Source: an optimization exercise on an open RTL-to-GDS flow (aim: small area, a short achievable clock period and few clock cycles). Production flows keep margins and buffers that such runs may drop.
In this exercise RTL edits were held to simulation tests only and were not proved equivalent to the original.
Power and IR drop assume default switching activity.

## design.v

```verilog
module add13 (
  input  [12:0] a,
  input  [12:0] b,
  output [13:0] s
);
  assign s = {1'b0, a} + {1'b0, b};
endmodule
module add21 (
  input  [20:0] a,
  input  [20:0] b,
  output [21:0] s
);
  assign s = {1'b0, a} + {1'b0, b};
endmodule
module add5 (
  input  [4:0] a,
  input  [4:0] b,
  output [4:0] s
);
  assign s = a + b;
endmodule
module mux2c (
  input  s, a1, a0,
  output y
);
  assign y = s ? a1 : a0;
endmodule
module aoi222 (
  input  a0, b0, a1, b1, a2, b2,
  output y
);
  assign y = ~((a0 & b0) | (a1 & b1) | (a2 & b2));
endmodule
module aoi22 (
  input  a0, b0, a1, b1,
  output y
);
  assign y = ~((a0 & b0) | (a1 & b1));
endmodule
module nand4x (
  input  a, b, c, d,
  output y
);
  assign y = ~(a & b & c & d);
endmodule
module nand3x (
  input  a, b, c,
  output y
);
  assign y = ~(a & b & c);
endmodule
module sel33 (
  input  [32:0] s,
  input  [32:0] d,
  output        y
);
  wire [10:0] n;
  genvar g;
  generate
    for (g = 0; g < 11; g = g + 1) begin : grp
      aoi222 u (.a0(s[3*g]), .b0(d[3*g]), .a1(s[3*g+1]), .b1(d[3*g+1]),
                .a2(s[3*g+2]), .b2(d[3*g+2]), .y(n[g]));
    end
  endgenerate
  wire o0, o1, o2;
  nand4x q0 (.a(n[0]), .b(n[1]), .c(n[2]),  .d(n[3]), .y(o0));
  nand4x q1 (.a(n[4]), .b(n[5]), .c(n[6]),  .d(n[7]), .y(o1));
  nand3x q2 (.a(n[8]), .b(n[9]), .c(n[10]), .y(o2));
  assign y = o0 | o1 | o2;
endmodule
module nand2x (
  input  a, b,
  output y
);
  assign y = ~(a & b);
endmodule
module sel34 (
  input  [33:0] s,
  input  [33:0] d,
  output        yn
);
  wire [11:0] n;
  genvar g;
  generate
    for (g = 0; g < 11; g = g + 1) begin : grp
      aoi222 u (.a0(s[3*g]), .b0(d[3*g]), .a1(s[3*g+1]), .b1(d[3*g+1]),
                .a2(s[3*g+2]), .b2(d[3*g+2]), .y(n[g]));
    end
  endgenerate
  nand2x u11 (.a(s[33]), .b(d[33]), .y(n[11]));
  wire o0, o1, o2;
  nand4x q0 (.a(n[0]), .b(n[1]), .c(n[2]),  .d(n[3]),  .y(o0));
  nand4x q1 (.a(n[4]), .b(n[5]), .c(n[6]),  .d(n[7]),  .y(o1));
  nand4x q2 (.a(n[8]), .b(n[9]), .c(n[10]), .d(n[11]), .y(o2));
  assign yn = ~(o0 | o1 | o2);
endmodule
module sel32 (
  input  [31:0] s,
  input  [31:0] d,
  output        y
);
  wire [10:0] n;
  genvar g;
  generate
    for (g = 0; g < 10; g = g + 1) begin : grp
      aoi222 u (.a0(s[3*g]), .b0(d[3*g]), .a1(s[3*g+1]), .b1(d[3*g+1]),
                .a2(s[3*g+2]), .b2(d[3*g+2]), .y(n[g]));
    end
  endgenerate
  aoi22 u10 (.a0(s[30]), .b0(d[30]), .a1(s[31]), .b1(d[31]), .y(n[10]));
  wire o0, o1, o2;
  nand4x q0 (.a(n[0]), .b(n[1]), .c(n[2]),  .d(n[3]), .y(o0));
  nand4x q1 (.a(n[4]), .b(n[5]), .c(n[6]),  .d(n[7]), .y(o1));
  nand3x q2 (.a(n[8]), .b(n[9]), .c(n[10]), .y(o2));
  assign y = o0 | o1 | o2;
endmodule
module sel8 (
  input  [7:0] s,
  input  [7:0] d,
  output       y
);
  wire [2:0] n;
  aoi222 u0 (.a0(s[0]), .b0(d[0]), .a1(s[1]), .b1(d[1]), .a2(s[2]), .b2(d[2]), .y(n[0]));
  aoi222 u1 (.a0(s[3]), .b0(d[3]), .a1(s[4]), .b1(d[4]), .a2(s[5]), .b2(d[5]), .y(n[1]));
  aoi22  u2 (.a0(s[6]), .b0(d[6]), .a1(s[7]), .b1(d[7]), .y(n[2]));
  nand3x q (.a(n[0]), .b(n[1]), .c(n[2]), .y(y));
endmodule
module nor3x (
  input  a, b, c,
  output y
);
  assign y = ~(a | b | c);
endmodule
module sel32n (
  input  [31:0] s,
  input  [31:0] d,
  output        yn
);
  wire [10:0] n;
  genvar g;
  generate
    for (g = 0; g < 10; g = g + 1) begin : grp
      aoi222 u (.a0(s[3*g]), .b0(d[3*g]), .a1(s[3*g+1]), .b1(d[3*g+1]),
                .a2(s[3*g+2]), .b2(d[3*g+2]), .y(n[g]));
    end
  endgenerate
  aoi22 u10 (.a0(s[30]), .b0(d[30]), .a1(s[31]), .b1(d[31]), .y(n[10]));
  wire o0, o1, o2;
  nand4x q0 (.a(n[0]), .b(n[1]), .c(n[2]),  .d(n[3]), .y(o0));
  nand4x q1 (.a(n[4]), .b(n[5]), .c(n[6]),  .d(n[7]), .y(o1));
  nand3x q2 (.a(n[8]), .b(n[9]), .c(n[10]), .y(o2));
  nor3x  q3 (.a(o0), .b(o1), .c(o2), .y(yn));
endmodule
module single_cycle_risc (
  input         clk,
  input         rst,
  output [31:0] imem_addr,
  input  [31:0] imem_data,
  output        wb_valid,
  output [4:0]  wb_rd,
  output [31:0] wb_data
);
reg [31:0] pc_f;
reg        v_x;          
reg [31:0] a_rn, b_rn;   
reg [31:0] imm_r;        
reg [31:0] alt_r;        
reg [4:0]  rd_x;
reg [2:0]  f3_x;         
reg [2:0]  op_x;         
reg        x_load, x_store, x_branch, x_jalr, x_link, x_wr, x_sub, x_sra, x_pt;
reg        x_use2, x_lui, x_auipc;
reg        wb_valid_r;   
reg [4:0]  wb_rd_r;
reg [31:0] wb_data_r;
assign imem_addr = pc_f;
assign wb_valid  = wb_valid_r;
assign wb_rd     = wb_rd_r;
assign wb_data   = wb_data_r;
wire [31:0] ins = imem_data;
wire [4:0]  f_op  = ins[6:2];
wire [2:0]  f_f3  = ins[14:12];
wire [4:0]  f_rd  = ins[11:7];
wire [4:0]  f_rs1 = ins[19:15];
wire [4:0]  f_rs2 = ins[24:20];
wire f_load   = ~ins[5] & ~ins[4];
wire f_store  = ~ins[6] & ins[5] & ~ins[4];
wire f_branch = ins[6] & ~ins[2];
wire f_jalr   = ins[6] & ~ins[3] & ins[2];
wire f_jal    = ins[6] & ins[3];
wire f_opr    = ~ins[6] & ins[5] & ins[4] & ~ins[2];
wire f_auipc  = ~ins[5] & ins[4] & ins[2];
wire f_lui    = ~ins[6] & ins[5] & ins[4] & ins[2];
wire f_arith  = ~ins[6] & ins[4] & ~ins[2];        
wire f_uimm   = ~ins[6] & ins[4] & ins[2];         
wire f_use2   = ins[5] & ~ins[2];                  
wire        f_immu = ins[4] & ins[2];                
wire        f_imms = ~ins[6] & ins[5] & ~ins[4];     
wire [19:0] f_uhi  = ins[31:12] - {19'b0, ~ins[5]};  
wire [31:0] f_imm  = {f_immu ? f_uhi : {20{ins[31]}},
                      f_immu ? {7{~ins[5]}} : ins[31:25],
                      f_immu ? {{3{~ins[5]}}, 2'b0} : (f_imms ? ins[11:7] : ins[24:20])};
reg [1023:32] rf;
wire [31:0] wdec = {31'b0, wb_valid_r} << wb_rd_r;    
wire        byp1 = wb_valid_r & (wb_rd_r == f_rs1);
wire        byp2 = wb_valid_r & (wb_rd_r == f_rs2);
wire [31:0] s1, s2;
wire [7:0]  lo1n, lo2n;
wire [3:0]  hi1n, hi2n;
genvar r;
generate
  for (r = 0; r < 8; r = r + 1) begin : g_lo
    nand3x u1 (.a(f_rs1[0] == r[0]), .b(f_rs1[1] == r[1]), .c(f_rs1[2] == r[2]), .y(lo1n[r]));
    nand3x u2 (.a(f_rs2[0] == r[0]), .b(f_rs2[1] == r[1]), .c(f_rs2[2] == r[2]), .y(lo2n[r]));
  end
  for (r = 0; r < 4; r = r + 1) begin : g_hi
    nand2x u1 (.a(f_rs1[3] == r[0]), .b(f_rs1[4] == r[1]), .y(hi1n[r]));
    nand2x u2 (.a(f_rs2[3] == r[0]), .b(f_rs2[4] == r[1]), .y(hi2n[r]));
  end
  for (r = 1; r < 32; r = r + 1) begin : g_sel
    nor3x u1 (.a(lo1n[r%8]), .b(hi1n[r/8]), .c(wdec[r]), .y(s1[r]));
    nor3x u2 (.a(lo2n[r%8]), .b(hi2n[r/8]), .c(wdec[r]), .y(s2[r]));
  end
endgenerate
assign s1[0] = byp1;
assign s2[0] = byp2;
wire [31:0] f_an, f_bn;    
generate
  for (r = 0; r < 32; r = r + 1) begin : g_rd
    wire [31:0] d = {rf[32*31+r], rf[32*30+r], rf[32*29+r], rf[32*28+r],
                     rf[32*27+r], rf[32*26+r], rf[32*25+r], rf[32*24+r], rf[32*23+r],
                     rf[32*22+r], rf[32*21+r], rf[32*20+r], rf[32*19+r], rf[32*18+r],
                     rf[32*17+r], rf[32*16+r], rf[32*15+r], rf[32*14+r], rf[32*13+r],
                     rf[32*12+r], rf[32*11+r], rf[32*10+r], rf[32*9+r],  rf[32*8+r],
                     rf[32*7+r],  rf[32*6+r],  rf[32*5+r],  rf[32*4+r],  rf[32*3+r],
                     rf[32*2+r],  rf[32*1+r],  wb_data_r[r]};
    sel32n u1 (.s(s1), .d(d), .yn(f_an[r]));
    sel32n u2 (.s(s2), .d(d), .yn(f_bn[r]));
  end
endgenerate
wire [31:0] f_immb = {{19{ins[31]}}, ins[31], ins[7], ins[30:25], ins[11:8], 1'b0};
wire [31:0] f_immj = {{11{ins[31]}}, ins[31], ins[19:12], ins[20], ins[30:21], 1'b0};
wire [31:0] pc_seq = pc_f + 32'd4;
wire [20:0] f_off = f_jal ? f_immj[20:0] : f_immb[20:0];
wire [21:0] t_lo;
add21 u_t (.a(pc_f[20:0]), .b(f_off), .s(t_lo));
wire [10:0] pj    = pc_f[31:21];
wire [10:0] pj_p1 = pj + 11'd1;
wire [10:0] pj_m1 = pj - 11'd1;
wire [10:0] hj1 = ins[31] ? pj : pj_p1;
wire [10:0] hj0 = ins[31] ? pj_m1 : pj;
wire [31:0] f_tgt;
assign f_tgt[20:0] = t_lo[20:0];
genvar t;
generate
  for (t = 21; t < 32; t = t + 1) begin : g_t
    mux2c u (.s(t_lo[21]), .a1(hj1[t-21]), .a0(hj0[t-21]), .y(f_tgt[t]));
  end
endgenerate
wire        f_pt = f_jal | (f_branch & ins[31]);    
wire [31:0] rv1 = ~a_rn;
wire [31:0] rv2 = ~b_rn;
wire [31:0] opa = x_lui ? 32'b0 : (x_auipc ? alt_r : rv1);
wire [31:0] opb = x_use2 ? rv2 : imm_r;
wire [32:0] sum = {1'b0, opa} + {1'b0, opb ^ {32{x_sub}}} + {32'b0, x_sub};
wire        ltu = ~sum[32];
wire        lts = (opa[31] ^ opb[31]) ? opa[31] : sum[31];
wire        eq  = (rv1 == rv2);
wire        sh_left = ~op_x[2];
wire [31:0] sh_in;
wire [31:0] sh_out;
genvar g;
generate
  for (g = 0; g < 32; g = g + 1) begin : g_rev
    assign sh_in[g] = sh_left ? rv1[31-g] : rv1[g];
  end
endgenerate
wire [31:0] sh_r = $signed({x_sra & rv1[31], sh_in}) >>> opb[4:0];
generate
  for (g = 0; g < 32; g = g + 1) begin : g_rev2
    assign sh_out[g] = sh_left ? sh_r[31-g] : sh_r[g];
  end
endgenerate
reg [31:0] alu;
always @* begin
  case (op_x)
    3'b000: alu = sum[31:0];
    3'b001: alu = sh_out;
    3'b010: alu = {31'b0, lts};
    3'b011: alu = {31'b0, ltu};
    3'b100: alu = rv1 ^ opb;
    3'b101: alu = sh_out;
    3'b110: alu = rv1 | opb;
    default: alu = rv1 & opb;
  endcase
end
reg  [255:0] dm;
wire [4:0]  addr;
add5 u_aa (.a(rv1[4:0]), .b(imm_r[4:0]), .s(addr));
wire [2:0]  aw   = addr[4:2];
wire [1:0]  ao   = addr[1:0];
wire [7:0] ws0 = 8'b1 << aw;
wire [7:0] ws1 = {ws0[6:0], ws0[7]};
wire [7:0] lane_s [0:3];
wire [2:0] ao_le = {ao <= 2'd2, ao <= 2'd1, ao == 2'd0};
generate
  for (r = 0; r < 24; r = r + 1) begin : g_ls
    mux2c u (.s(ao_le[r/8]), .a1(ws0[r%8]), .a0(ws1[r%8]), .y(lane_s[r/8][r%8]));
  end
endgenerate
assign lane_s[3] = ws0;
wire [7:0] lane_r [0:3];
generate
  for (r = 0; r < 32; r = r + 1) begin : g_dm
    wire [7:0] wd = {dm[8*(28+r/8)+r%8], dm[8*(24+r/8)+r%8], dm[8*(20+r/8)+r%8], dm[8*(16+r/8)+r%8],
                     dm[8*(12+r/8)+r%8], dm[8*(8+r/8)+r%8],  dm[8*(4+r/8)+r%8],  dm[8*(r/8)+r%8]};
    sel8 u (.s(lane_s[r/8]), .d(wd), .y(lane_r[r/8][r%8]));
  end
endgenerate
wire [31:0] lanes = {lane_r[3], lane_r[2], lane_r[1], lane_r[0]};
reg  [31:0] mrd;    
always @* begin
  case (ao)
    2'd0: mrd = lanes;
    2'd1: mrd = {lanes[7:0],  lanes[31:8]};
    2'd2: mrd = {lanes[15:0], lanes[31:16]};
    default: mrd = {lanes[23:0], lanes[31:24]};
  endcase
end
wire        ld_sign = ~f3_x[2] & (f3_x[0] ? mrd[15] : mrd[7]);
wire [31:0] ld_val = {f3_x[1] ? mrd[31:16] : {16{ld_sign}},
                      (f3_x[1] | f3_x[0]) ? mrd[15:8] : {8{ld_sign}},
                      mrd[7:0]};
reg [31:0] st_data;
always @* begin
  case (ao)
    2'd0: st_data = rv2;
    2'd1: st_data = {rv2[23:0], rv2[31:24]};
    2'd2: st_data = {rv2[15:0], rv2[31:16]};
    default: st_data = {rv2[7:0], rv2[31:8]};
  endcase
end
wire [3:0] nb_mask = f3_x[1] ? 4'b1111 : (f3_x[0] ? 4'b0011 : 4'b0001);
wire [7:0] en_rot  = {nb_mask, nb_mask} << ao;
wire [3:0] lane_en = en_rot[7:4];
wire       st_en   = v_x & x_store;
integer sw, sj;
always @(posedge clk) begin
  for (sw = 0; sw < 8; sw = sw + 1)
    for (sj = 0; sj < 4; sj = sj + 1)
      if (st_en & lane_en[sj] & lane_s[sj][sw])
        dm[8*(sw*4+sj) +: 8] <= st_data[sj*8 +: 8];
end
wire        taken    = f3_x[2] ? ((f3_x[1] ? ltu : lts) ^ f3_x[0]) : (eq ^ f3_x[0]);
wire        redirect = v_x & (x_jalr | (x_branch & (taken ^ x_pt)));
wire [31:0] npc      = x_jalr ? {sum[31:1], 1'b0} : alt_r;
wire        rf_we    = v_x & x_wr;
wire        sel_npc = redirect;
wire        sel_t   = ~redirect & f_pt;
wire        sel_seq = ~redirect & ~f_pt;
wire [31:0] pc_next = ({32{sel_npc}} & npc) | ({32{sel_t}} & f_tgt) |
                      ({32{sel_seq}} & pc_seq);
wire [31:0] result = x_load ? ld_val : (x_link ? alt_r : alu);
always @(posedge clk) begin
  if (rst) begin
    pc_f       <= 32'b0;
    v_x        <= 1'b0;
    wb_valid_r <= 1'b0;
  end else begin
    pc_f       <= pc_next;
    v_x        <= ~redirect;
    wb_valid_r <= rf_we;
  end
  a_rn     <= (rf_we & (rd_x == f_rs1)) ? ~result : f_an;
  b_rn     <= (rf_we & (rd_x == f_rs2)) ? ~result : f_bn;
  imm_r    <= f_imm;
  alt_r    <= ({32{f_branch & ~ins[31]}} & f_tgt) | ({32{~(f_branch & ~ins[31])}} & pc_seq);
  rd_x     <= f_rd;
  f3_x     <= f_f3;
  op_x     <= f_arith ? f_f3 : 3'b000;
  x_load   <= f_load;
  x_store  <= f_store;
  x_branch <= f_branch;
  x_jalr   <= f_jalr;
  x_link   <= f_jal | f_jalr;
  x_wr     <= ~f_store & ~f_branch & (f_rd != 5'd0);
  x_sub    <= f_branch | (f_opr & ins[30] & (f_f3 == 3'b000)) | (f_arith & (f_f3[2:1] == 2'b01));
  x_sra    <= f_arith & ins[30] & (f_f3 == 3'b101);
  x_pt     <= f_branch & ins[31];
  x_use2   <= f_use2;
  x_lui    <= f_lui;
  x_auipc  <= f_auipc;
  wb_rd_r   <= rd_x;
  wb_data_r <= result;
end
integer wk;
always @(posedge clk) begin
  for (wk = 1; wk < 32; wk = wk + 1)
    if (wb_valid_r & (wb_rd_r == wk))
      rf[32*wk +: 32] <= wb_data_r;
end
endmodule
```

## flow/run.sh

```bash
#!/bin/bash
# Layout: the standard ORFS flow (standard.sh), with
#  - timing repair aimed well below the design's clock period (a setup-slack
#    margin), so that the period the layout achieves gets optimised;
#  - port buffers of a stronger cell than the default delay buffer;
set -euo pipefail
CTS="-sink_clustering_enable -repair_clock_nets -sink_clustering_size 26 -sink_clustering_max_diameter 100 -dont_use_dummy_load -buf_list {sky130_fd_sc_hd__clkbuf_8 sky130_fd_sc_hd__clkbuf_16}"
bash standard.sh SETUP_SLACK_MARGIN=${MARGIN:-18.5} TNS_END_PERCENT=${TNS:-0} \
  "BUFFER_PORTS_ARGS=-buffer_cell sky130_fd_sc_hd__buf_4" "CTS_ARGS=$CTS" finish > standard_flow.log 2>&1
```

## standard.sh

```bash
#!/bin/bash
# synth_recipe.tcl (not shown) runs the flow's synth.tcl, then flattens the netlist and writes it again
# the make line also repeats each setting of config.mk as NAME=value (left out here)
make -C /OpenROAD-flow-scripts/flow DESIGN_CONFIG=/design/flow/config.mk WORK_HOME=/design/flow/orfs CLKGATE_MAP_FILE= SYNTH_SCRIPT=/design/flow/synth_recipe.tcl "${@:-finish}"
```

## config.mk

```make
export PLATFORM = sky130hd
export DESIGN_NAME = single_cycle_risc
export DESIGN_NICKNAME = single_cycle_risc
export VERILOG_FILES = /design/flow/design.v
export SDC_FILE = /design/flow/constraint.sdc
export NUM_CORES = 8
export LEC_CHECK = 0
export CAP_MARGIN = 30
export CELL_PAD_IN_SITES_DETAIL_PLACEMENT = 1
export CELL_PAD_IN_SITES_GLOBAL_PLACEMENT = 2
export CORE_MARGIN = 2
export CORE_UTILIZATION = 40
export GPL_ROUTABILITY_DRIVEN = 0
export PLACE_DENSITY = 0.5
export SLEW_MARGIN = 30
export SYNTH_HIERARCHICAL = 1
```

## constraint.sdc

```tcl
create_clock -name core_clock -period 25.0 [get_ports {clk}]
set_input_delay 5.0000 -clock core_clock [delete_from_list [all_inputs] [get_ports {clk}]]
set_output_delay 5.0000 -clock core_clock [all_outputs]
set_load 0.01 [all_outputs]
```

==> results.yml, run 1 <==
status:
  status: "complete, no violations"
global_routing:
  antenna_found_initial: 16
  met1_usage: 0.444
  grt_first_pass_wirelength_mm: 426
  use_met2: 0.550
  grt_max_degree: 66
  busiest_layer: "met2"
  grt_use_met3: 0.0550
  overflow: 0
  groute.usage.overall: 0.335
  first_global_vias: 53601
clock_tree:
  cts.sinks: 1470
  cts_tree: "done"
  hold_buffers: 0
  clockRootBuffer: "clkbuf_16"
  cts_htree_levels: 3
  cts_buffers: 69
  cts_buffer_depth: 3
  insertion_delay_ns: 0.75
  path_clk_slew_ns: 0.07
timing:
  grt_setup_unrepaired: "yes"
  maxClockFrequency_mhz: 136
  setup_viol_count_final: 0
  period_share: 0.294
  drv_slew: 0
  tightestPinTransition_ns: 1.15
  fin_worst_skew_ns: 0.116
  hold_viol: 0
  max-slew-margin-rel: 0.229
  setup_tns_ns: 0
  post-route-min-period_ns: 7.36
  finalWorstSetupSlack_ns: 17.64
power:
  ir_worst_vdd_v: 0.0000655
  leakage_uw: 0.0261
  powerDensity_mw_per_mm2: 83.3
critical_path:
  startpoint: "imem_data[17]"
  cp.arrival_ns: 7.88
  worst-r2r-cell-count: 17
  startpoint_type: "input port"
  reg2reg_to: "a_rn[26]"
  crit_fanout: 24
  endpoint_kind: "flop"
  regToRegSetupSlack_ns: 18.02
  reg2reg_from: "imm_r[0]"
  worstSetupPathType: "in -> reg"
  crit_required_ns: 25.53
die:
  die_x_um: 424
  design.core.area_mm2: 0.176
  die_h_um: 424
  start_util: 0.402
  die_area_mm2: 0.180
  rows: 154
  io_pins: 104
finish:
  drive_above_1_share: 0.182
  layout_commonest_cell: "edfxtp_1"
  fin_nets: 5675
  n_fill_cell: 17740
  design_area_mm2: 0.0785
  mostFrequentLayoutCells: "1248 x edfxtp_1, 704 x a222oi_1, 355 x buf_4"
  area_delta_synth_final_pct: 11.1
route:
  wl_mm: 311
  vias: 54322
  vias_per_cell: 6.91
  firstDrtPassIters: 9
  drc: 0
  drt-initial-drc-count: 8584
  wl_per_cell_um: 39.5
  antenna_left: 0
placed_design:
  dpl_cell_area_mm2: 0.0755
  io_buffers: 101
  hpwl_mm: 207
  post-place-ws_ns: 15.91
yosys:
  syn_nets: 5462
  postSynthCellCount: 5300
  syn-cell-area_mm2: 0.0707
  synth_flop_cell: "edfxtp_1"
  yosysSeqAreaShare: 0.593
  syn_area_per_cell_um2: 13.3
  yosys-top-cells-area: "edfxtp_1 53%, a222oi_1 10%, dfxtp_1 6.3%, mux4_2 2.3%, ha_1 2.2%"
  async_flop_share: 0
  ys_ff_latch: 1470
  synth_top_area_frac: 0.530
  synth-edff-count: 1248
  yosysWarnings: 7
  post-synth-top-area-cell: "edfxtp_1"
  yosysUniqueCellTypes: 96
hold_path:
  hold_end: "wb_rd_r[0]"
  hp-class: "reg -> reg"
  holdPathStages: 0
  min-delay-start: "rd_x[0]"
flow_run:
  max_cap_violations: 0
## modules after synthesis, one instance, submodules excluded, a selection
| module | times used | flip-flops and latches | area [µm²] | cells inside |
|---|---|---|---|---|
| mux2c | 35 | 0 | 15.0 | 1 |
| add21 | 1 | 0 | 1200 | 151 |
| nand4x | 128 | 0 | 6.26 | 1 |
| single_cycle_risc | 1 | 1470 | 57900 | 3921 |
| aoi22 | 96 | 0 | 12.5 | 1 |
| nand2x | 8 | 0 | 3.75 | 1 |
| nand3x | 112 | 0 | 5.00 | 1 |
| aoi222 | 704 | 0 | 10.0 | 1 |
| add5 | 1 | 0 | 155 | 19 |
| nor3x | 126 | 0 | 10.0 | 1 |
## synth_stat cells, types with 112 or more instances
cell         n
a21oi_1    253
a222oi_1   704
clkbuf_1   143
dfxtp_1    222
edfxtp_1  1248
ha_1       125
inv_1      199
nand2_1    219
nand3_1    176
nand4_1    152
nor2_1     336
nor3_2     126
o21ai_0    155
xnor2_1    112
## sequential cells by signal (all words and copies together) (netlist names), 3 cells and up
| signal | flops |
|---|---|
| a_rn | 32 |
| alt_r | 32 |
| b_rn | 32 |
| dm | 256 |
| f3_x | 3 |
| imm_r | 32 |
| op_x | 3 |
| pc_f | 32 |
| rd_x | 5 |
| rf | 992 |
| wb_data_r | 32 |
| wb_rd_r | 5 |
## kinds of logic (layout without fill, tap and decap cells)
kind of cell             after synthesis  in the layout  synth area share
buffers and inverters                438            648            0.0266
AND/OR/NAND/NOR                     1244           1245            0.0941
XOR/XNOR                             192            192            0.0238
multiplexers                         273            273            0.0550
flip-flops                          1470           1470             0.593
AO/OA/AOI/OAI                       1554           1554             0.185
adder cells (fa/ha/maj)              128            128            0.0230
other                                  1              7         0.0000530
## through the flow
step / utilization / hold slack (ns) / instances / total power, µW
4_1_cts: 0.444 / 0.402 / 7831 / 6530
2_1_floorplan: - / 0.373 / 5300 / 4310
6_report: 0.446 / 0.401 / 7857 / 6540
3_5_place_dp: 0.429 / 0.390 / 7706 / 5270
3_3_place_gp: 0.429 / 0.381 / 7705 / 5250
5_1_grt: 0.446 / 0.414 / 7851 / 6760
## where the power goes
part	switching, µW	internal, µW
Combinational	1480	676
Sequential	126	3000
Clock	761	497
Total	2370	4170
## layout make-up
class	count	area, µm²	share of cell area
clock buffer	69	1730	0.0220
timing repair buffer	372	2950	0.0376
antenna	6	15.0	0.000191
tap	2340	2930	0.0373
sequential	1470	41900	0.534
inverter	207	801	0.0102
multi-input combinational	3393	28200	0.359
## critical path: stages
cell and delay, ns:
buf_4 0.18, inv_1 0.17, nand3_1 0.53, nor3_4 0.65
buf_4 0.60, a222oi_1 0.20, nand4_1 0.17, nor3_2 0.07
mux2_2 0.28
## worst max-delay path by stage
| stage | endpoint | depth (start not counted) | slack (ns) |
|---|---|---|---|
| 4_1_cts | pc_f[29] | 17 | 17.83 |
| 6_report | a_rn[5] | 9 | 17.64 |
| 2_1_floorplan | pc_f[26] | 16 | 17.09 |
| 3_3_place_gp | pc_f[23] | 14 | 15.94 |
| 5_1_grt | pc_f[22] | 17 | 17.70 |
| 3_5_place_dp | pc_f[23] | 14 | 15.91 |
## layer usage
metal	vias up	routed length [µm]
li1	22686	-
met1	28333	123000
met2	2728	147000
met3	559	26000
met4	16	14100
met5	-	99
## repair_timing
| action | CTS | global route |
|---|---|---|
| cloned | 2 | 0 |
| pin swaps | 38 | 32 |
| setup endpoints to repair | 184 | 183 |
| setup buffers | 54 | 20 |
| resized for setup | 92 | 36 |
Testbench counts, summed over its fixed seeds: cycles 32,822.
==> run 2, diff against run 1 <==
--- a/config.mk
+++ b/config.mk
@@ -10,7 +10,7 @@
 export CELL_PAD_IN_SITES_GLOBAL_PLACEMENT = 2
 export CORE_MARGIN = 2
 export CORE_UTILIZATION = 40
-export GPL_ROUTABILITY_DRIVEN = 0
+export GPL_TIMING_DRIVEN = 0
 export PLACE_DENSITY = 0.5
 export SLEW_MARGIN = 30
 export SYNTH_HIERARCHICAL = 1
==> run 2 against run 1 <==
  * Count of clock-buffer cells in the layout rose by 3
  * Sequential share of layout area fell by 2.4 points
  * Clock skew rose by 0.045 ns
  * Critical path type unchanged
  * Critical endpoint is now a_rn[3]
  * Highest routed layer unchanged
==> results.yml, run 2 <==
status:
  status: "complete, no violations"
yosys:
  ys_ff_latch: 1470
  postSynthCellCount: 5300
  post-synth-top-count-cell: "edfxtp_1"
  post-synth-top-area-cell: "edfxtp_1"
  synth_commonest_cells: "1248 x edfxtp_1, 704 x a222oi_1, 336 x nor2_1, 253 x a21oi_1, 222 x dfxtp_1"
  syn-cell-area_mm2: 0.0707
  syn_area_per_cell_um2: 13.3
  async_flop_share: 0
  yosysWarnings: 7
  synth-edff-count: 1248
  yosysUniqueCellTypes: 96
  synth_flop_cell: "edfxtp_1"
  yosys-top-cells-area: "edfxtp_1 53%, a222oi_1 10%, dfxtp_1 6.3%, mux4_2 2.3%, ha_1 2.2%"
  syn_nets: 5462
  synth_top_area_frac: 0.530
  yosysSeqAreaShare: 0.593
finish:
  drive_above_1_share: 0.196
  layout_commonest_cell: "edfxtp_1"
  largest_register_ffs: 992
  regArea_mm2: 0.0420
  n_fill_cell: 17666
  multiInputGateArea_mm2: 0.0281
  reg_top3: "rf (992), dm (256)"
  regMostFlops: "rf"
  design_area_mm2: 0.0823
  fin_nets: 5938
  mostFrequentLayoutCells: "1248 x edfxtp_1, 704 x a222oi_1, 292 x nor2_1"
  area_delta_synth_final_pct: 16.4
timing:
  maxClockFrequency_mhz: 133
  setup_tns_ns: 0
  post-route-min-period_ns: 7.52
  grt_setup_unrepaired: "yes"
  max-slew-margin-rel: 0.195
  fin_worst_skew_ns: 0.161
  tightestPinTransition_ns: 1.21
  period_share: 0.301
  whs_ns: 0.391
  setup_viol_count_final: 0
  hold_viol: 0
  drv_slew: 0
  finalWorstSetupSlack_ns: 17.48
die:
  die_h_um: 424
  rows: 154
  start_util: 0.402
  design.core.area_mm2: 0.176
  die_area_mm2: 0.180
  die_x_um: 424
  io_pins: 104
route:
  drc: 0
  wl_per_cell_um: 41.3
  firstDrtPassIters: 12
  vias_per_cell: 6.99
  wl_mm: 335
  drt-initial-drc-count: 9498
  vias: 56779
  antenna_left: 0
critical_path:
  reg2reg_from: "b_rn[0]"
  reg2reg_to: "a_rn[22]"
  startpoint_type: "input port"
  crit_fanout: 10
  startpoint: "imem_data[17]"
  endpoint_kind: "flop"
  worstSetupPathType: "in -> reg"
  cp.arrival_ns: 8.13
  worst-r2r-cell-count: 17
  crit_required_ns: 25.61
  regToRegSetupSlack_ns: 17.62
global_routing:
  first_global_vias: 55951
  groute.usage.overall: 0.363
  grt_first_pass_wirelength_mm: 457
  antenna_found_initial: 15
  grt_max_degree: 35
  overflow: 0
hold_path:
  hold_end: "wb_rd_r[4]"
  min-delay-start: "rd_x[4]"
  holdPathStages: 0
  hp-class: "reg -> reg"
clock_tree:
  insertion_delay_ns: 0.75
  cts.sinks: 1470
  cts_htree_levels: 3
  cts_buffers: 72
  clockRootBuffer: "clkbuf_16"
  path_clk_slew_ns: 0.10
  cts_tree: "done"
  cts_buffer_depth: 3
power:
  pwr-share-comb: 0.302
  leakage_uw: 0.0276
  switching_share: 0.373
  pwr-share-clk: 0.190
  power.internal_uw: 4220
  seq_power_share: 0.508
  total_power_uw: 6740
  powerDensity_mw_per_mm2: 82.0
  p_sw_uw: 2520
  ir_worst_vdd_v: 0.0000748
placed_design:
  post-place-ws_ns: 15.81
  place_congestion: 1.01
  hpwl_mm: 259
  io_buffers: 101
  dpl_cell_area_mm2: 0.0797
flow_run:
  max_cap_violations: 0
run 2: cell count changes in the layout (fill, tap and decap cells not counted), moves of 11 or more:
cell      previous run  this run
buf_2                0        20
dfxtp_2              6        34
dfxtp_1            216       188
buf_16               1        64
buf_6                7       130
buf_1                0        28
buf_8                0        83
buf_4              355       154
nor3_4              70        81
clkbuf_1             0       128
run 2: power groups by stage:
stage          clock (µW)  sequential, µW  combinational [µW]
2_1_floorplan           0            3220                1090
5_1_grt              1370            3440                2120
3_5_place_dp            0            3470                1940
3_3_place_gp            0            3470                1880
4_1_cts              1300            3420                1980
6_report             1280            3420                2040
run 2: per-layer routing:
metal,global-route usage,vias to the layer above,share of wire
li1,-,23246,-
met1,0.468,29458,0.38
met2,0.570,3308,0.45
met3,0.0678,759,0.091
met4,0.215,8,0.071
met5,0,-,0.00018
run 2: cells by family after synthesis:
kind of cell    share of synthesized area
compound gates                      0.185
xor+xnor                           0.0238
fa+ha+maj                          0.0230
buf+inv                            0.0266
flops                               0.593
mux                                0.0550
other cells                     0.0000530
simple gates                       0.0941
run 2: how the worst max path moves through the flow:
stage	endpoint	slack, ns	cells past startpoint
after detailed placement	b_rn[25]	15.81	22
after floorplan	pc_f[26]	17.09	16
after CTS	pc_f[27]	17.59	19
after global routing	pc_f[21]	17.44	18
after global placement	a_rn[12]	14.03	9
final	a_rn[3]	17.48	12
run 2: layout make-up:
class,instances,share of cell area
antenna,6,0.000183
buffer,231,0.0144
clock buffer,72,0.0219
inverter,207,0.00957
multi-input combinational,3392,0.342
sequential,1470,0.510
tap,2340,0.0356
timing repair buffer,402,0.0663
run 2: through the flow:
step | std cells | util
final | 8120 | 0.468
after floorplan | 5300 | -
after detailed placement | 8019 | 0.453
after global routing | 8115 | 0.468
after global placement | 7741 | 0.423
after CTS | 8103 | 0.466
run 2: timing repair:
| item | in CTS | in global routing |
|---|---|---|
| gates cloned | 1 | 0 |
| setup endpoints to repair | 200 | 195 |
| buffers inserted | 11 | 9 |
| gates resized for setup | 88 | 52 |
| pin swaps | 23 | 26 |
| hold buffers | 0 | 0 |
| endpoints found under the hold margin | 0 | 0 |
run 2: Yosys stat by module (local to each module, per instance), a selection:
module | copies in the design | area [µm²] | cells | flip-flops and latches
add21 | 1 | 1200 | 151 | 0
add5 | 1 | 155 | 19 | 0
aoi22 | 96 | 12.5 | 1 | 0
aoi222 | 704 | 10.0 | 1 | 0
mux2c | 35 | 15.0 | 1 | 0
nand2x | 8 | 3.75 | 1 | 0
nand3x | 112 | 5.00 | 1 | 0
nand4x | 128 | 6.26 | 1 | 0
nor3x | 126 | 10.0 | 1 | 0
single_cycle_risc | 1 | 57900 | 3921 | 1470
run 2: worst max-delay path, cell delays in order:
cell and delay [ns]:
buf_4 0.22, inv_1 0.22, nand3_4 0.23, nor3_4 0.14, buf_8 0.20, buf_6 0.15, buf_6 0.15, a222oi_1 0.38
nand4_1 0.55, nor3_4 0.61, inv_1 0.09, mux2i_1 0.16
==> run 3, diff against run 2 <==
--- a/config.mk
+++ b/config.mk
@@ -10,7 +10,6 @@
 export CELL_PAD_IN_SITES_GLOBAL_PLACEMENT = 2
 export CORE_MARGIN = 2
 export CORE_UTILIZATION = 40
-export GPL_TIMING_DRIVEN = 0
-export PLACE_DENSITY = 0.5
+export PLACE_DENSITY = 0.55
 export SLEW_MARGIN = 30
 export SYNTH_HIERARCHICAL = 1
==> run 3 against run 2 <==
  * Still clean on timing, DRC and antenna
  * Hold slack improved by 0.0079 ns
  * Die area unchanged
  * Cell area fell by 4.5%
  * Non-clock buffer count decreased by 280
  * Combinational power is 6% higher
  * Maximum frequency up 4.7%
  * Largest cell class unchanged
  * Highest routed layer unchanged
==> results.yml, run 3 <==
route:
  drc: 0
  wl_per_cell_um: 39.8
  wl_mm: 312
  vias_per_cell: 6.92
  vias: 54223
  firstDrtPassIters: 14
  drt-initial-drc-count: 8876
  antenna_left: 0
placed_design:
  place_congestion: 0.937
  hpwl_mm: 206
  dp.cells: 7709
  io_buffers: 101
timing:
  maxClockFrequency_mhz: 139
  setup_viol_count_final: 0
  period_share: 0.287
  whs_ns: 0.399
  fin_worst_skew_ns: 0.131
  post-route-min-period_ns: 7.19
  max-slew-margin-rel: 0.263
  hold_viol: 0
  setup_tns_ns: 0
  grt_setup_unrepaired: "yes"
  drv_slew: 0
  tightestPinTransition_ns: 1.07
clock_tree:
  hold_buffers: 0
  clockRootBuffer: "clkbuf_16"
  cts_htree_levels: 3
  cts_tree: "done"
  path_clk_slew_ns: 0.10
  insertion_delay_ns: 0.75
  cts_buffers: 70
  cts.sinks: 1470
  cts_buffer_depth: 3
finish:
  area_delta_synth_final_pct: 11.1
  largest_register_ffs: 992
  drive_above_1_share: 0.182
  fin_nets: 5657
  regMostFlops: "rf"
  layout_commonest_cell: "edfxtp_1"
  reg_top3: "rf (992), dm (256)"
  instances_no_fill: 7839
  mostFrequentLayoutCells: "1248 x edfxtp_1, 704 x a222oi_1, 330 x buf_4"
yosys:
  yosysWarnings: 7
  synth_commonest_cells: "1248 x edfxtp_1, 704 x a222oi_1, 336 x nor2_1, 253 x a21oi_1, 222 x dfxtp_1"
  yosysUniqueCellTypes: 96
  post-synth-top-area-cell: "edfxtp_1"
  ys_ff_latch: 1470
  synth_top_area_frac: 0.530
  syn-cell-area_mm2: 0.0707
  yosysSeqAreaShare: 0.593
  yosys-top-cells-area: "edfxtp_1 53%, a222oi_1 10%, dfxtp_1 6.3%, mux4_2 2.3%, ha_1 2.2%"
  synth-edff-count: 1248
  syn_area_per_cell_um2: 13.3
  synth_flop_cell: "edfxtp_1"
  postSynthCellCount: 5300
  async_flop_share: 0
  syn_nets: 5462
  post-synth-top-count-cell: "edfxtp_1"
hold_path:
  min-delay-start: "rd_x[0]"
  hp-class: "reg -> reg"
flow_run:
  max_cap_violations: 0
global_routing:
  antenna_found_initial: 12
  grt_first_pass_wirelength_mm: 427
  grt_max_degree: 78
  first_global_vias: 53672
  groute.usage.overall: 0.336
  overflow: 0
critical_path:
  crit_fanout: 32
  crit_required_ns: 25.60
  cp.arrival_ns: 7.79
  startpoint_type: "input port"
  worstSetupPathType: "in -> reg"
  startpoint: "imem_data[16]"
  reg2reg_from: "imm_r[0]"
  endpoint_kind: "flop"
power:
  seq_power_share: 0.476
  power.internal_uw: 4180
  pwr-share-comb: 0.329
  leakage_uw: 0.0261
  pwr-share-clk: 0.195
  total_power_uw: 6570
  powerDensity_mw_per_mm2: 83.6
  ir_worst_vdd_v: 0.0000552
  p_sw_uw: 2390
  switching_share: 0.364
die:
  rows: 154
  die_h_um: 424
  die_x_um: 424
  io_pins: 104
  die_area_mm2: 0.180
  start_util: 0.402
  design.core.area_mm2: 0.176
status:
  status: "complete, no violations"
==> run 3: cell counts after synthesis <==
Identical to the previous run, type by type.
==> run 3: stage by stage <==
step	instance area [µm²]	setup WS (ns)	utilization
after floorplan	70800	17.09	-
after global placement	75500	15.93	0.429
after detailed placement	75500	15.93	0.429
after CTS	78400	17.98	0.445
after global routing	78500	17.81	0.446
final	78500	17.81	0.446
==> run 3: cells by family after synthesis <==
family | synth area share
DFF | 0.593
xor gates and xnor gates | 0.0238
muxes | 0.0550
and+or+nand+nor | 0.0941
buffers and inverters | 0.0266
other | 0.0000530
AOI/OAI and AO/OA | 0.185
adders and majority gates | 0.0230
==> run 3: layer usage <==
metal	global-route usage	part of all wire	vias up
met1	0.442	0.40	28297
met2	0.558	0.48	2775
met3	0.0570	0.086	508
li1	-	-	22635
met4	0.121	0.039	8
met5	0	0.00025	-
==> run 3: critical path, cell delays in order <==
cell and delay, ns:
buf_4 0.22, inv_1 0.23, nand3_2 0.30, nor3_4 0.07, buf_4 0.33, a222oi_1 0.46, nand4_1 0.29, nor3_2 0.64
nand2_1 0.11, o21ai_0 0.10
==> run 3: cell type report <==
type | count | area [µm²]
repair buffers | 353 | 2800
flip-flops and latches | 1470 | 41900
clock buffers | 70 | 1750
inverters | 207 | 800
diodes | 6 | 15.0
multi-input cells | 3393 | 28300
well taps | 2340 | 2930
fillers | 17753 | 97400
==> run 3: power groups by stage <==
| stage | Sequential (µW) | Clock [µW] | Combinational [µW] |
|---|---|---|---|
| global route | 3130 | 1370 | 2290 |
| floorplan | 3220 | 0 | 1090 |
| global placement | 3180 | 0 | 2060 |
| finish | 3130 | 1280 | 2160 |
| detailed placement | 3180 | 0 | 2090 |
| CTS | 3130 | 1300 | 2130 |
==> run 3: what timing repair did <==
action,CTS,global route
buffers inserted,49,4
pin swaps,52,21
setup endpoints to repair,189,181
gates resized for setup,139,23
gates cloned,1,0
==> run 3: path summary, 6_finish.rpt <==
kind / slack [ns] / cells past startpoint / end
worst max-delay path: 17.81 / 10 / a_rn[22]
worst min-delay path: 0.40 / 0 / wb_rd_r[0]
worst max register to register: 18.05 / 17 / a_rn[9]
worst min register to register: 0.40 / 0 / wb_rd_r[0]
==> run 3: Yosys stat by module, one instance, submodules excluded, excerpt <==
module / cell area (µm²) / flops+latches / cells inside / copies in the design
aoi222: 10.0 / 0 / 1 / 704
nand3x: 5.00 / 0 / 1 / 112
aoi22: 12.5 / 0 / 1 / 96
add21: 1200 / 0 / 151 / 1
nand2x: 3.75 / 0 / 1 / 8
nor3x: 10.0 / 0 / 1 / 126
nand4x: 6.26 / 0 / 1 / 128
mux2c: 15.0 / 0 / 1 / 35
add5: 155 / 0 / 19 / 1
single_cycle_risc: 57900 / 1470 / 3921 / 1
==> run 4, diff against run 3 <==
--- a/config.mk
+++ b/config.mk
@@ -10,6 +10,6 @@
 export CELL_PAD_IN_SITES_GLOBAL_PLACEMENT = 2
 export CORE_MARGIN = 2
 export CORE_UTILIZATION = 40
-export PLACE_DENSITY = 0.55
+export PLACE_DENSITY = 0.45
 export SLEW_MARGIN = 30
 export SYNTH_HIERARCHICAL = 1
==> run 4 against run 3 <==
  * Critical path depth unchanged
  * Synthesized area unchanged
  * Largest cell class unchanged
  * Largest power group unchanged
  * Sequential power about the same
  * Utilization unchanged
==> results.yml, run 4 <==
status:
  status: "complete, no violations"
die:
  start_util: 0.402
  die_x_um: 424
  rows: 154
  design.core.area_mm2: 0.176
  die_h_um: 424
  die_area_mm2: 0.180
  io_pins: 104
critical_path:
  startpoint: "imem_data[16]"
  endpoint_kind: "flop"
  startpoint_type: "input port"
  regToRegSetupSlack_ns: 18.05
  cpMostUsedCell: "buf_4"
  cp.arrival_ns: 7.79
  max_stage_delay_ns: 0.64
  cp_slowest_cell: "nor3_2"
  crit_fanout: 32
  reg2reg_from: "imm_r[0]"
  crit_required_ns: 25.60
  worstSetupPathType: "in -> reg"
  path_cells: "buf_4, inv_1, nand3_2, nor3_4, buf_4, a222oi_1, nand4_1, nor3_2, nand2_1, o21ai_0"
yosys:
  synth_compound_area_frac: 0.185
  syn-cell-area_mm2: 0.0707
  synth_commonest_cells: "1248 x edfxtp_1, 704 x a222oi_1, 336 x nor2_1, 253 x a21oi_1, 222 x dfxtp_1"
  yosys-top-cells-area: "edfxtp_1 53%, a222oi_1 10%, dfxtp_1 6.3%, mux4_2 2.3%, ha_1 2.2%"
  synthAdderAreaFrac: 0.0230
  yosysUniqueCellTypes: 96
  post-synth-top-count-cell: "edfxtp_1"
  synthMuxAreaShare: 0.0550
  yosysWarnings: 7
  synth_top_family_by_area: "compound AO/OA/AOI/OAI gates"
  async_flop_share: 0
  synth_top_area_frac: 0.530
  synth-edff-count: 1248
  synthSimpleGateAreaFrac: 0.0941
  syn_area_per_cell_um2: 13.3
  syn_nets: 5462
  ys_ff_latch: 1470
  synth_flop_cell: "edfxtp_1"
  yosysSeqAreaShare: 0.593
  post-synth-top-area-cell: "edfxtp_1"
  synth-xor-area-share: 0.0238
  postSynthCellCount: 5300
timing:
  tightestPinTransition_ns: 1.07
  period_share: 0.287
  max-slew-margin-rel: 0.263
  whs_ns: 0.399
  drv_slew: 0
  grt_setup_unrepaired: "yes"
  setup_tns_ns: 0
  hold_viol: 0
  post-route-min-period_ns: 7.19
  setup_viol_count_final: 0
  fin_worst_skew_ns: 0.131
  maxClockFrequency_mhz: 139
clock_tree:
  cts_buffers: 70
  cts_htree_levels: 3
  cts.sinks: 1470
  path_clk_slew_ns: 0.10
  insertion_delay_ns: 0.75
  hold_buffers: 0
  clockRootBuffer: "clkbuf_16"
  cts_tree: "done"
  cts_buffer_depth: 3
power:
  p_sw_uw: 2390
  power.internal_uw: 4180
  leakage_uw: 0.0261
  pwr-share-clk: 0.195
  total_power_uw: 6570
  ir_worst_vdd_v: 0.0000552
  powerDensity_mw_per_mm2: 83.6
  pwr-share-comb: 0.329
  seq_power_share: 0.476
  switching_share: 0.364
route:
  wl_mm: 312
  drt-initial-drc-count: 8876
  vias: 54223
  drc: 0
  wl_per_cell_um: 39.8
  vias_per_cell: 6.92
  antenna_left: 0
  firstDrtPassIters: 14
global_routing:
  grt_first_pass_wirelength_mm: 427
  grt_max_degree: 78
  antenna_found_initial: 12
  groute.usage.overall: 0.336
  overflow: 0
  first_global_vias: 53672
finish:
  fin_nets: 5657
  regMostFlops: "rf"
  drive_above_1_share: 0.182
  layout_commonest_cell: "edfxtp_1"
  n_fill_cell: 17753
  area_delta_synth_final_pct: 11.1
  mostFrequentLayoutCells: "1248 x edfxtp_1, 704 x a222oi_1, 330 x buf_4"
  reg_top3: "rf (992), dm (256)"
  largest_register_ffs: 992
hold_path:
  hp-class: "reg -> reg"
  min-delay-start: "rd_x[0]"
flow_run:
  max_cap_violations: 0
placed_design:
  place_congestion: 0.937
  hpwl_mm: 206
  io_buffers: 101
## run 4: critical path: cells and delay by family
kind	cells	cell delay, ns
compound gates	2	0.56
buf+inv	3	0.78
simple gates	5	1.41
## run 4: Yosys stat by module (local to each module, per instance), a selection
module,flops+latches,times used,cells inside
mux2c,0,35,1
nand4x,0,128,1
nand3x,0,112,1
aoi22,0,96,1
aoi222,0,704,1
nand2x,0,8,1
add21,0,1,151
single_cycle_risc,1470,1,3921
add5,0,1,19
nor3x,0,126,1
## run 4: area by class of cell
cell class | count | area [µm²] | area share
flip-flops and latches | 1470 | 41900 | 0.534
multi-input cells | 3393 | 28300 | 0.361
well taps | 2340 | 2930 | 0.0373
repair buffers | 353 | 2800 | 0.0356
clock buffers | 70 | 1750 | 0.0223
inverters | 207 | 800 | 0.0102
diodes | 6 | 15.0 | 0.000191
## run 4: logic make-up after synthesis
kind of cell               count (synthesis)
xor gates and xnor gates                 192
adders and majority gates                128
other                                      1
AOI/OAI and AO/OA                       1554
muxes                                    273
buffers and inverters                    438
DFF                                     1470
and+or+nand+nor                         1244
## run 4: routing by layer
metal	global-route usage	routed length, µm
met5	0	79
met4	0.121	12200
met3	0.0570	26800
met2	0.558	149000
met1	0.442	123000
## run 4: worst paths after layout
path	endpoint	depth (start not counted)
worst max register to register	a_rn[9]	17
worst min register to register	wb_rd_r[0]	0
worst max-delay path	a_rn[22]	10
worst min-delay path	wb_rd_r[0]	0
## run 4: stage by stage
step / area, µm² / setup slack, ns / util / std cells
after detailed placement: 75500 / 15.93 / 0.429 / 7709
after CTS: 78400 / 17.98 / 0.445 / 7829
after global routing: 78500 / 17.81 / 0.446 / 7834
after floorplan: 70800 / 17.09 / - / 5300
final: 78500 / 17.81 / 0.446 / 7839
after global placement: 75500 / 15.93 / 0.429 / 7708
## run 4: timing repair
| item | CTS | global route |
|---|---|---|
| gates resized for setup | 139 | 23 |
| setup endpoints to repair | 189 | 181 |
| pin swaps | 52 | 21 |
| gates cloned | 1 | 0 |
| setup buffers | 49 | 4 |
| endpoints found under the hold margin | 0 | 0 |
## run 4: power by group through the flow
stage	combinational (µW)	sequential [µW]	clock (µW)
floorplan	1090	3220	0
global placement	2060	3180	0
detailed placement	2090	3180	0
CTS	2130	3130	1300
global route	2290	3130	1370
finish	2160	3130	1280
==> run 5, diff against run 4 <==
--- a/config.mk
+++ b/config.mk
@@ -10,6 +10,6 @@
 export CELL_PAD_IN_SITES_GLOBAL_PLACEMENT = 2
 export CORE_MARGIN = 2
 export CORE_UTILIZATION = 40
-export PLACE_DENSITY = 0.45
+export PLACE_DENSITY = 0.5
 export SLEW_MARGIN = 30
 export SYNTH_HIERARCHICAL = 1
==> run 5 against run 4 <==
  * Critical path type unchanged
  * Largest cell class unchanged
  * Non-clock buffer count unchanged
  * Wire length unchanged
  * Sequential share of layout area unchanged
  * Clock power about the same
  * Hold slack unchanged
==> results.yml, run 5 <==
yosys:
  synth_commonest_cells: "1248 x edfxtp_1, 704 x a222oi_1, 336 x nor2_1, 253 x a21oi_1, 222 x dfxtp_1"
  syn_area_per_cell_um2: 13.3
  post-synth-top-area-cell: "edfxtp_1"
  syn_nets: 5462
  yosysUniqueCellTypes: 96
  async_flop_share: 0
  syn-cell-area_mm2: 0.0707
  synth_flop_cell: "edfxtp_1"
  post-synth-top-count-cell: "edfxtp_1"
  synth_top_area_frac: 0.530
  yosysWarnings: 7
  postSynthCellCount: 5300
  ys_ff_latch: 1470
  yosys-top-cells-area: "edfxtp_1 53%, a222oi_1 10%, dfxtp_1 6.3%, mux4_2 2.3%, ha_1 2.2%"
  synth-edff-count: 1248
  yosysSeqAreaShare: 0.593
critical_path:
  max_stage_delay_ns: 0.64
  critPathBufInv: 3
  startpoint: "imem_data[16]"
  cp.depth: 10
  startpoint_type: "input port"
  cp_slowest_cell: "nor3_2"
  reg2reg_from: "imm_r[0]"
  cp.arrival_ns: 7.79
  crit_fanout: 32
  critPathTopFamily: "simple AND/OR/NAND/NOR gates"
  crit_required_ns: 25.60
  path_cells: "buf_4, inv_1, nand3_2, nor3_4, buf_4, a222oi_1, nand4_1, nor3_2, nand2_1, o21ai_0"
  worst-r2r-cell-count: 17
  cpMostUsedCell: "buf_4"
  regToRegSetupSlack_ns: 18.05
  reg2reg_to: "a_rn[9]"
  worstSetupPathType: "in -> reg"
  endpoint_kind: "flop"
  cp-endpoint: "a_rn[22]"
finish:
  largest_register_ffs: 992
  layout_commonest_cell: "edfxtp_1"
  drive_above_1_share: 0.182
  area_delta_synth_final_pct: 11.1
  mostFrequentLayoutCells: "1248 x edfxtp_1, 704 x a222oi_1, 330 x buf_4"
  fin_nets: 5657
  regMostFlops: "rf"
  reg_top3: "rf (992), dm (256)"
  instances_no_fill: 7839
clock_tree:
  cts_htree_levels: 3
  hold_buffers: 0
  cts.sinks: 1470
  cts_buffer_depth: 3
  clockRootBuffer: "clkbuf_16"
  insertion_delay_ns: 0.75
  cts_tree: "done"
  cts_buffers: 70
  path_clk_slew_ns: 0.10
die:
  die_area_mm2: 0.180
  rows: 154
  die_h_um: 424
  die_x_um: 424
  start_util: 0.402
  design.core.area_mm2: 0.176
  io_pins: 104
timing:
  max-slew-margin-rel: 0.263
  setup_tns_ns: 0
  setup_viol_count_final: 0
  drv_slew: 0
  period_share: 0.287
  hold_viol: 0
  tightestPinTransition_ns: 1.07
  grt_setup_unrepaired: "yes"
  post-route-min-period_ns: 7.19
  maxClockFrequency_mhz: 139
  fin_worst_skew_ns: 0.131
route:
  wl_per_cell_um: 39.8
  wl_mm: 312
  drt-initial-drc-count: 8876
  antenna_left: 0
  firstDrtPassIters: 14
  vias_per_cell: 6.92
  drc: 0
  vias: 54223
placed_design:
  place_congestion: 0.937
  hpwl_mm: 206
  io_buffers: 101
  dp.cells: 7709
global_routing:
  overflow: 0
  antenna_found_initial: 12
  groute.usage.overall: 0.336
  grt_first_pass_wirelength_mm: 427
  first_global_vias: 53672
  grt_max_degree: 78
power:
  ir_worst_vdd_v: 0.0000552
  powerDensity_mw_per_mm2: 83.6
  leakage_uw: 0.0261
status:
  status: "complete, no violations"
hold_path:
  hp-class: "reg -> reg"
flow_run:
  max_cap_violations: 0
==> run 5: how the worst min path moves through the flow <==
stage          cells after the start          to     from  slack, ns
3_3_place_gp                       0  wb_rd_r[0]  rd_x[0]       0.40
4_1_cts                            0  wb_rd_r[0]  rd_x[0]       0.39
3_5_place_dp                       0  wb_rd_r[3]  rd_x[3]       0.39
5_1_grt                            0  wb_rd_r[0]  rd_x[0]       0.41
6_report                           0  wb_rd_r[0]  rd_x[0]       0.40
2_1_floorplan                      0  wb_rd_r[1]  rd_x[1]       0.37
==> run 5: per-module statistics from Yosys (local to each module, per instance), excerpt <==
module	cells	area, µm²	flip-flops and latches
nand4x	1	6.26	0
nand3x	1	5.00	0
add21	151	1200	0
aoi222	1	10.0	0
add5	19	155	0
aoi22	1	12.5	0
nor3x	1	10.0	0
nand2x	1	3.75	0
==> run 5: cell families (layout without fill, tap and decap cells) <==
logic type,count (synthesis),after routing,share of synthesized area
AO/OA/AOI/OAI,1554,1554,0.185
flip-flops,1470,1470,0.593
AND/OR/NAND/NOR,1244,1245,0.0941
buffers and inverters,438,630,0.0266
multiplexers,273,273,0.0550
XOR/XNOR,192,192,0.0238
adder cells (fa/ha/maj),128,128,0.0230
other,1,7,0.0000530
==> run 5: what timing repair did <==
action | 4_1_cts | 5_1_grt
hold endpoints to repair | 0 | 0
cloned | 1 | 0
resized for setup | 139 | 23
endpoints found under the setup margin | 189 | 181
pin swaps | 52 | 21
setup buffers | 49 | 4
==> run 5: layer usage <==
layer  share of wire  routed length, µm  GRT usage
met4           0.039              12200      0.121
met3           0.086              26800     0.0570
met2            0.48             149000      0.558
met5         0.00025                 79          0
met1            0.40             123000      0.442
==> run 5: power by group <==
part	switching [µW]	internal [µW]	leakage, µW	total [µW]
sequential	129	3000	0.0132	3130
combinational	1480	676	0.0120	2160
clock	776	504	0.000863	1280
total	2390	4180	0.0261	6570
==> run 5: final cells by class <==
type,instances,area (µm²)
diodes,6,15.0
clock buffers,70,1750
fillers,17753,97400
inverters,207,800
multi-input cells,3393,28300
flip-flops and latches,1470,41900
well taps,2340,2930
repair buffers,353,2800
==> run 5: through the flow <==
step                      total power [µW]  hold WS, ns  setup slack (ns)  instance area (µm²)  utilization
after floorplan                       4310        0.373             17.09                70800            -
after global routing                  6790        0.408             17.81                78500        0.446
after CTS                             6560        0.394             17.98                78400        0.445
final                                 6570        0.399             17.81                78500        0.446
after detailed placement              5270        0.389             15.93                75500        0.429
after global placement                5240        0.397             15.93                75500        0.429
==> run 6, diff against run 5 <==
--- a/flow/run.sh
+++ b/flow/run.sh
@@ -5,5 +5,5 @@
 #  - port buffers of a stronger cell than the default delay buffer;
 set -euo pipefail
 CTS="-sink_clustering_enable -repair_clock_nets -sink_clustering_size 26 -sink_clustering_max_diameter 100 -dont_use_dummy_load -buf_list {sky130_fd_sc_hd__clkbuf_8 sky130_fd_sc_hd__clkbuf_16}"
-bash standard.sh SETUP_SLACK_MARGIN=${MARGIN:-18.5} TNS_END_PERCENT=${TNS:-0} \
+bash standard.sh SETUP_SLACK_MARGIN=${MARGIN:-18.5} TNS_END_PERCENT=${TNS:-5} \
   "BUFFER_PORTS_ARGS=-buffer_cell sky130_fd_sc_hd__buf_4" "CTS_ARGS=$CTS" finish > standard_flow.log 2>&1
==> run 6 against run 5 <==
  * Utilization is essentially flat
  * Clock skew shrank 0.011 ns
  * Final cell count is essentially flat
  * Global-route usage grew 0.21 points
  * Flip-flop and latch count is the same
  * Largest cell class unchanged
  * Critical path depth is the same
  * Critical endpoint is now a_rn[16]
  * Register-to-register slack gained 0.33 ns
  * Combinational power is essentially flat
==> results.yml, run 6 <==
status:
  status: "complete, no violations"
timing:
  grt_setup_unrepaired: "yes"
  hold_viol: 0
  maxClockFrequency_mhz: 140
  period_share: 0.286
  post-route-min-period_ns: 7.15
  max-slew-margin-rel: 0.285
  finalWorstSetupSlack_ns: 17.85
  tightestPinTransition_ns: 1.07
  drv_slew: 0
  setup_tns_ns: 0
  fin_worst_skew_ns: 0.120
  setup_viol_count_final: 0
yosys:
  synth_top_area_frac: 0.530
  async_flop_share: 0
  post-synth-top-count-cell: "edfxtp_1"
  ys_ff_latch: 1470
  yosys-top-cells-area: "edfxtp_1 53%, a222oi_1 10%, dfxtp_1 6.3%, mux4_2 2.3%, ha_1 2.2%"
  synth_flop_cell: "edfxtp_1"
  postSynthCellCount: 5300
  yosysUniqueCellTypes: 96
  yosysWarnings: 7
  synth_commonest_cells: "1248 x edfxtp_1, 704 x a222oi_1, 336 x nor2_1, 253 x a21oi_1, 222 x dfxtp_1"
  syn-cell-area_mm2: 0.0707
  syn_nets: 5462
  yosysSeqAreaShare: 0.593
  syn_area_per_cell_um2: 13.3
  post-synth-top-area-cell: "edfxtp_1"
  synth-edff-count: 1248
route:
  wl_per_cell_um: 39.9
  antenna_left: 0
  firstDrtPassIters: 10
  drt-initial-drc-count: 8552
  vias: 54470
  drc: 0
  wl_mm: 313
  vias_per_cell: 6.94
critical_path:
  worst-r2r-cell-count: 19
  crit_required_ns: 25.63
  crit_fanout: 32
  endpoint_kind: "flop"
  startpoint_type: "input port"
  regToRegSetupSlack_ns: 18.38
  worstSetupPathType: "in -> reg"
  cp.arrival_ns: 7.78
  reg2reg_from: "x_use2"
  reg2reg_to: "pc_f[23]"
  startpoint: "imem_data[15]"
finish:
  mostFrequentLayoutCells: "1248 x edfxtp_1, 704 x a222oi_1, 336 x buf_4"
  regMostFlops: "rf"
  final_core_util: 0.447
  fin_nets: 5666
  n_fill_cell: 17657
  design_area_mm2: 0.0786
  layout_commonest_cell: "edfxtp_1"
  area_delta_synth_final_pct: 11.2
  multiInputGateArea_mm2: 0.0283
  drive_above_1_share: 0.181
  largest_register_ffs: 992
  regArea_mm2: 0.0419
  reg_top3: "rf (992), dm (256)"
power:
  p_sw_uw: 2390
  powerDensity_mw_per_mm2: 83.7
  total_power_uw: 6580
  ir_worst_vdd_v: 0.0000597
  pwr-share-clk: 0.195
  leakage_uw: 0.0261
  seq_power_share: 0.475
  power.internal_uw: 4190
  switching_share: 0.363
  pwr-share-comb: 0.330
global_routing:
  first_global_vias: 53910
  grt_max_degree: 73
  overflow: 0
  antenna_found_initial: 11
  groute.usage.overall: 0.338
  grt_first_pass_wirelength_mm: 429
hold_path:
  min-delay-start: "rd_x[4]"
  holdPathStages: 0
  hold_end: "wb_rd_r[4]"
  hp-class: "reg -> reg"
clock_tree:
  path_clk_slew_ns: 0.11
  clockRootBuffer: "clkbuf_16"
  cts_htree_levels: 3
  cts_buffer_depth: 3
  cts_tree: "done"
  cts_buffers: 71
  insertion_delay_ns: 0.76
  cts.sinks: 1470
die:
  io_pins: 104
  start_util: 0.402
  die_x_um: 424
  die_h_um: 424
  design.core.area_mm2: 0.176
  die_area_mm2: 0.180
  rows: 154
flow_run:
  max_cap_violations: 0
placed_design:
  dpl_cell_area_mm2: 0.0755
  io_buffers: 101
  hpwl_mm: 206
  post-place-ws_ns: 16.11
  place_congestion: 0.933
[run 6: changes by cell type in the layout (fill, tap and decap cells not counted), sizes merged]
| cell | delta |
|---|---|
| buf | +7 |
| inv | -1 |
| diode | -3 |
| clkbuf | +2 |
| clkinvlp | +1 |
[run 6: cell families (layout without fill, tap and decap cells)]
| logic type | after synthesis | count (layout) | share of synthesized area |
|---|---|---|---|
| AOI/OAI and AO/OA | 1554 | 1554 | 0.185 |
| xor gates and xnor gates | 192 | 192 | 0.0238 |
| adders and majority gates | 128 | 128 | 0.0230 |
| buffers and inverters | 438 | 639 | 0.0266 |
| DFF | 1470 | 1470 | 0.593 |
| muxes | 273 | 273 | 0.0550 |
| other | 1 | 4 | 0.0000530 |
| and+or+nand+nor | 1244 | 1245 | 0.0941 |
[run 6: worst max-delay path by stage]
stage                     to  slack, ns  cells after the start
finish              a_rn[16]      17.85                     10
global route         b_rn[2]      17.81                     10
CTS                 pc_f[27]      17.97                     17
detailed placement  pc_f[23]      16.11                     14
global placement    pc_f[23]      16.14                     14
floorplan           pc_f[26]      17.09                     16
[run 6: final cells by class]
type,count,area share
antenna,3,0.0000955
clock buffer,71,0.0226
multi-input combinational,3393,0.360
timing repair buffer,361,0.0367
inverter,207,0.0101
sequential,1470,0.534
tap,2340,0.0373
[run 6: metrics by stage]
stage / hold slack [ns] / std cells
5_1_grt: 0.414 / 7842
3_5_place_dp: 0.387 / 7709
4_1_cts: 0.404 / 7830
2_1_floorplan: 0.373 / 5300
6_report: 0.402 / 7845
3_3_place_gp: 0.394 / 7709
[run 6: timing repair]
action / CTS / global route
gates cloned: 2 / 0
endpoints found under the setup margin: 176 / 177
setup buffers: 48 / 11
resized for setup: 137 / 22
pin swaps: 68 / 17
hold buffers: 0 / 0
[run 6: power groups by stage]
stage	logic, µW	clock network (µW)	registers, µW
2_1_floorplan	1090	0	3220
3_3_place_gp	2070	0	3180
3_5_place_dp	2100	0	3180
4_1_cts	2140	1300	3130
5_1_grt	2290	1370	3130
6_report	2170	1280	3130
[run 6: worst max-delay path: stages]
cell,delay [ns]
buf_4,0.21
inv_1,0.22
nand3_4,0.29
nor3_4,0.07
buf_6,0.23
a222oi_1,0.57
nand4_1,0.39
nor3_4,0.48
nand2_1,0.10
o21ai_0,0.11
[run 6: layer usage]
layer | part of all wire | wire, µm | global-route usage
met1 | 0.39 | 123000 | 0.444
met2 | 0.48 | 150000 | 0.564
met3 | 0.080 | 25100 | 0.0447
met4 | 0.046 | 14500 | 0.141
met5 | 0.00011 | 36 | 0
[run 6: modules after synthesis, one instance, submodules excluded, a selection]
module             cells  area [µm²]  copies in the design  flops+latches
single_cycle_risc   3921       57900                     1           1470
add21                151        1200                     1              0
add5                  19         155                     1              0
mux2c                  1        15.0                    35              0
aoi22                  1        12.5                    96              0
aoi222                 1        10.0                   704              0
nand4x                 1        6.26                   128              0
nand3x                 1        5.00                   112              0
nand2x                 1        3.75                     8              0

-- re-timing with driven ports --
The flow's constraints put no driver on any port. The routed layouts listed below were extracted and timed again, unchanged, in two steps.
Step 1: set_driving_cell puts a clkbuf_16 on clk and a buf_2 on each other input, an assumption about the parent block.
Step 2 moves the port delays by t, midway between the first and last clock arrival at a register: inputs arrive t later, outputs are due t later. That takes back most of the time a late clock gives input paths.
a / b / c = no drivers / after step 1 / after step 2; a / b = the first two.
| run | t, ns | setup slack, ns | hold WS [ns] | worst register clock-pin slew, ns |
|---|---|---|---|---|
| run 1 | 0.781 | 17.645 / 17.713 / 16.932 | 0.401 / 0.401 / 0.401 | 0.11 / 0.11 |
| run 2 | 0.766 | 17.478 / 17.545 / 16.779 | 0.391 / 0.391 / 0.391 | 0.12 / 0.12 |
| run 3 | 0.780 | 17.814 / 17.881 / 17.101 | 0.399 / 0.399 / 0.399 | 0.12 / 0.12 |
| run 4 | 0.780 | 17.814 / 17.881 / 17.101 | 0.399 / 0.399 / 0.399 | 0.12 / 0.12 |
| run 5 | 0.780 | 17.814 / 17.881 / 17.101 | 0.399 / 0.399 / 0.399 | 0.12 / 0.12 |
| run 6 | 0.793 | 17.846 / 17.911 / 17.118 | 0.402 / 0.402 / 0.402 | 0.11 / 0.11 |
After both steps setup and hold are still met in every run listed. The setup slack of run 6, which loses most, moves by +0.065 ns with the drivers and by -0.728 ns with both steps.
